This design comes from an exercise in tuning for small area on the open sky130 flow, not from production work.
Only simulation tests tie the RTL to the original design; equivalence was not proved.

==> inputs of pepper <==
## dds_core
module dds_core (
    input   wire        clk,         
    input   wire        rst_n,       
    input   wire        btn,         
    output  wire [11:0] dac_out,     
    output  wire [2:0]  mode         
);
clock: 15.0 ns
lec_check: 0
cap_margin: 20
core_margin: 2
core_utilization: 65
place_density: 0.8
slew_margin: 20
run.sh (not shown) runs the stock make flow with config.mk's settings and CLKGATE_MAP_FILE= SYNTH_SCRIPT=/design/flow/synth_recipe.tcl, a recipe that flattens the netlist after the stock synthesis.
==> violet: changes against pepper <==
--- a/flow/config.mk
+++ b/flow/config.mk
@@ -7,6 +7,6 @@
 export LEC_CHECK = 0
 export CAP_MARGIN = 20
 export CORE_MARGIN = 2
-export CORE_UTILIZATION = 65
-export PLACE_DENSITY = 0.8
+export CORE_UTILIZATION = 40
+export PLACE_DENSITY = 0.6
 export SLEW_MARGIN = 20
==> results.json <==
{
  "outcome": "finished clean",
  "fin_nets": 3097,
  "wl_met2_um": 37900,
  "signal_buffers": 82,
  "post-route-util_pct": 43.75,
  "place_congestion": 0.9870,
  "die_area_um2": 60560,
  "antenna_found_initial": 1,
  "grtUsageTotal_pct": 28.87
}
The numbers above come from violet.

==> results.json <==
{
  "post-route-util_pct": 70.00,
  "grtUsageTotal_pct": 43.70,
  "fin_nets": 3096,
  "outcome": "finished clean",
  "die_area_um2": 37600,
  "wl_met2_um": 34960,
  "num_vias": 21700,
  "yosys.area_share.simple_pct": 14.51,
  "place_congestion": 1.059,
  "signal_buffers": 81,
  "synth_top_family_by_area": "adder cells",
  "antenna_found_initial": 0
}
The numbers above come from pepper.


---

==> run a: inputs <==
Another version of the RTL of dds_core (not shown whole).
==> module SamplingCtrl, before the edit <==
module SamplingCtrl (
    input   wire        Fg_CLK,
    input   wire  [2:0] oIntBtn,
    input   wire        Fg_RESETn,
    output  wire        DDSEnable,
    output  wire        DDSReady,
    output  wire  [2:0] DDSMode,
    output  wire  [2:0] DDSModeD     
);
    reg [2:0]  rDDSMode;
    reg        rModeChg;     
    reg [13:0] rCnt;
    reg        rDDSEnable;
    reg        rPulse_In;
    reg [6:0]  rCnt_Ready;
    wire btn_ev = |oIntBtn;
    wire mode_step = (btn_ev && rDDSMode == 3'd0) || (rDDSEnable && rPulse_In);
    wire [2:0] rModeD = !rModeChg ? rDDSMode : (rDDSMode == 3'd0) ? 3'd4 : rDDSMode - 3'd1;
    reg [13:0] rValue;
    always @(*) begin
        case (rModeD)
            3'd1:    rValue = 14'd9;
            3'd2:    rValue = 14'd99;
            3'd3:    rValue = 14'd999;
            3'd4:    rValue = 14'd9999;
            default: rValue = 14'd0;
        endcase
    end
    assign DDSMode   = rDDSMode;
    assign DDSModeD  = rModeD;
    assign DDSEnable = rDDSEnable;
    always @(posedge Fg_CLK or negedge Fg_RESETn) begin
        if (~Fg_RESETn) begin
            rCnt       <= 14'd0;
            rModeChg   <= 1'b0;
            rDDSEnable <= 1'b0;
            rDDSMode   <= 3'd0;
            rPulse_In  <= 1'b0;
        end else begin
            rCnt       <= (rValue == 14'd0 || rCnt == rValue) ? 14'd0 : rCnt + 14'd1;
            rModeChg   <= mode_step;
            rDDSEnable <= (rCnt == rValue);
            if (mode_step)
                rDDSMode <= (rDDSMode < 3'd4) ? rDDSMode + 3'd1 : 3'd0;
            if (btn_ev)
                rPulse_In <= 1'b1;
            else if (rDDSEnable)
                rPulse_In <= 1'b0;
        end
    end
    assign DDSReady = (rCnt_Ready == 7'd81);
    always @(posedge Fg_CLK or negedge Fg_RESETn) begin
        if (~Fg_RESETn)
            rCnt_Ready <= 7'd0;
        else if (rCnt_Ready != 7'd82)
            rCnt_Ready <= rCnt_Ready + 7'd1;
    end
endmodule
==> module Oscillator, before the edit <==
module Oscillator (
    input   wire        Fg_CLK,
    input   wire        Fg_RESETn,
    input   wire        DDSEnable,
    input   wire        DDSReady,
    input   wire [31:0] init_1,
    input   wire [31:0] r_out,       
    output  wire [31:0] out_1,
    output  wire [31:0] out_2
);
    reg [31:0] r_out_1;
    reg [31:0] r_out_2;
    assign out_1 = r_out_1;
    assign out_2 = r_out_2;
    always @(posedge Fg_CLK or negedge Fg_RESETn) begin
        if (~Fg_RESETn) begin
            r_out_1 <= 32'd0;
            r_out_2 <= 32'd0;
        end else begin
            if (DDSReady | DDSEnable)
                r_out_1 <= r_out | ({32{DDSReady}} & init_1);
            if (DDSReady | DDSEnable)
                r_out_2 <= r_out_1;
        end
    end
endmodule
==> flow/config.mk <==
export PLATFORM = sky130hd
export DESIGN_NAME = dds_core
export DESIGN_NICKNAME = dds_core
export VERILOG_FILES = /design/flow/design.v
export SDC_FILE = /design/flow/constraint.sdc
export NUM_CORES = 4
export LEC_CHECK = 0
export CAP_MARGIN = 20
export CORE_MARGIN = 2
export CORE_UTILIZATION = 40
export CTS_BUF_LIST = sky130_fd_sc_hd__clkbuf_4 sky130_fd_sc_hd__clkbuf_8
export PLACE_DENSITY = 0.6
export SLEW_MARGIN = 20
==> flow/constraint.sdc <==
create_clock -name core_clock -period 15.0 [get_ports {clk}]
set_input_delay 3.0000 -clock core_clock [delete_from_list [all_inputs] [get_ports {clk}]]
set_output_delay 3.0000 -clock core_clock [all_outputs]
set_load 0.01 [all_outputs]
==> run b: changes against run a <==
--- a/flow/design.v
+++ b/flow/design.v
@@ -35,12 +35,12 @@
 );
     reg [2:0]  rDDSMode;
-    reg        rModeChg;     
+    reg [2:0]  rModeD;       
     reg [13:0] rCnt;
     reg        rDDSEnable;
     reg        rPulse_In;
+    reg        begin_ready;
+    reg        rDDSReady;
     reg [6:0]  rCnt_Ready;
     wire btn_ev = |oIntBtn;
-    wire mode_step = (btn_ev && rDDSMode == 3'd0) || (rDDSEnable && rPulse_In);
-    wire [2:0] rModeD = !rModeChg ? rDDSMode : (rDDSMode == 3'd0) ? 3'd4 : rDDSMode - 3'd1;
     reg [13:0] rValue;
     always @(*) begin
@@ -55,9 +55,10 @@
     assign DDSMode   = rDDSMode;
     assign DDSModeD  = rModeD;
+    assign DDSReady  = rDDSReady;
     assign DDSEnable = rDDSEnable;
     always @(posedge Fg_CLK or negedge Fg_RESETn) begin
         if (~Fg_RESETn) begin
             rCnt       <= 14'd0;
-            rModeChg   <= 1'b0;
+            rModeD     <= 3'd0;
             rDDSEnable <= 1'b0;
             rDDSMode   <= 3'd0;
@@ -65,7 +66,7 @@
         end else begin
             rCnt       <= (rValue == 14'd0 || rCnt == rValue) ? 14'd0 : rCnt + 14'd1;
-            rModeChg   <= mode_step;
+            rModeD     <= rDDSMode;
             rDDSEnable <= (rCnt == rValue);
-            if (mode_step)
+            if ((btn_ev && rDDSMode == 3'd0) || (rDDSEnable && rPulse_In))
                 rDDSMode <= (rDDSMode < 3'd4) ? rDDSMode + 3'd1 : 3'd0;
             if (btn_ev)
@@ -75,10 +76,15 @@
         end
     end
-    assign DDSReady = (rCnt_Ready == 7'd81);
     always @(posedge Fg_CLK or negedge Fg_RESETn) begin
-        if (~Fg_RESETn)
-            rCnt_Ready <= 7'd0;
-        else if (rCnt_Ready != 7'd82)
-            rCnt_Ready <= rCnt_Ready + 7'd1;
+        if (~Fg_RESETn) begin
+            begin_ready <= 1'b1;
+            rCnt_Ready  <= 7'd0;
+            rDDSReady   <= 1'b0;
+        end else begin
+            begin_ready <= (rCnt_Ready < 7'd80) && begin_ready;
+            if (begin_ready)
+                rCnt_Ready <= (rCnt_Ready < 7'd80) ? rCnt_Ready + 7'd1 : 7'd0;
+            rDDSReady <= !(rCnt_Ready < 7'd80);
+        end
     end
 endmodule
@@ -101,9 +107,10 @@
             r_out_1 <= 32'd0;
             r_out_2 <= 32'd0;
-        end else begin
-            if (DDSReady | DDSEnable)
-                r_out_1 <= r_out | ({32{DDSReady}} & init_1);
-            if (DDSReady | DDSEnable)
-                r_out_2 <= r_out_1;
+        end else if (DDSReady) begin
+            r_out_1 <= init_1;
+            r_out_2 <= 32'd0;
+        end else if (DDSEnable) begin
+            r_out_1 <= r_out;
+            r_out_2 <= r_out_1;
         end
     end
CTS_BUF_LIST = not set   (was sky130_fd_sc_hd__clkbuf_4 sky130_fd_sc_hd__clkbuf_8)
==> run c: changes against run a <==
--- a/flow/design.v
+++ b/flow/design.v
@@ -102,6 +102,8 @@
             r_out_2 <= 32'd0;
         end else begin
-            if (DDSReady | DDSEnable)
-                r_out_1 <= r_out | ({32{DDSReady}} & init_1);
+            if (DDSReady)
+                r_out_1 <= init_1;
+            else if (DDSEnable)
+                r_out_1 <= r_out;
             if (DDSReady | DDSEnable)
                 r_out_2 <= r_out_1;
CTS_BUF_LIST = not set   (was sky130_fd_sc_hd__clkbuf_4 sky130_fd_sc_hd__clkbuf_8)
==> run notes <==
- Against run c, the non-clock buffer count of run a is lower by 4.
- Global-route usage, lowest first: run c, run a, run b.
- The lowest routed wire length belongs to run c, the highest to run b.
- Against run a, the clock skew of run b is lower by 0.0090 ns.
- Sequential cell count: run c is lower than run b (4).
- Worst setup slack: run c is higher than run a (0.14 ns).
- Sequential share of layout area: run a is higher than run c (0.29 points).
- Between run c and run a, the lower worst hold slack is in run c (gap 0.0052 ns).
- Synthesized cell count: run a < run c < run b.

==> re-timing with driven ports <==
How much do the figures lean on ideal ports? The routed layouts below were timed once more, with nothing changed but the port constraints.
Step 1, drivers: a clkbuf_16 drives clk and a buf_2 each remaining input, both assumed.
Step 2 adds t to the input delays and takes it off the output delays; t is the mean of the earliest and latest rising clock arrival at the registers after step 1. Input paths then give back, and output paths get back, about the clock's delay inside the block.
a / b / c = no drivers / after step 1 / after step 2; a / b = the first two.
| run | shift t [ns] | setup slack, ns | worst hold slack (ns) | worst setup path at the end |
|---|---|---|---|---|
| pepper | 0.488 | 2.198 / 2.198 / 2.198 | 0.363 / 0.363 / 0.363 | register to register |
| violet | 0.491 | 2.032 / 2.032 / 2.032 | 0.362 / 0.362 / 0.362 | register to register |
| run a | 0.528 | 0.790 / 0.790 / 0.790 | 0.351 / 0.351 / 0.351 | register to register |
| run b | 0.493 | 1.628 / 1.628 / 1.628 | 0.344 / 0.344 / 0.344 | register to register |
| run c | 0.483 | 0.929 / 0.929 / 0.929 | 0.346 / 0.346 / 0.346 | register to register |
After both steps every run listed still meets setup and hold.
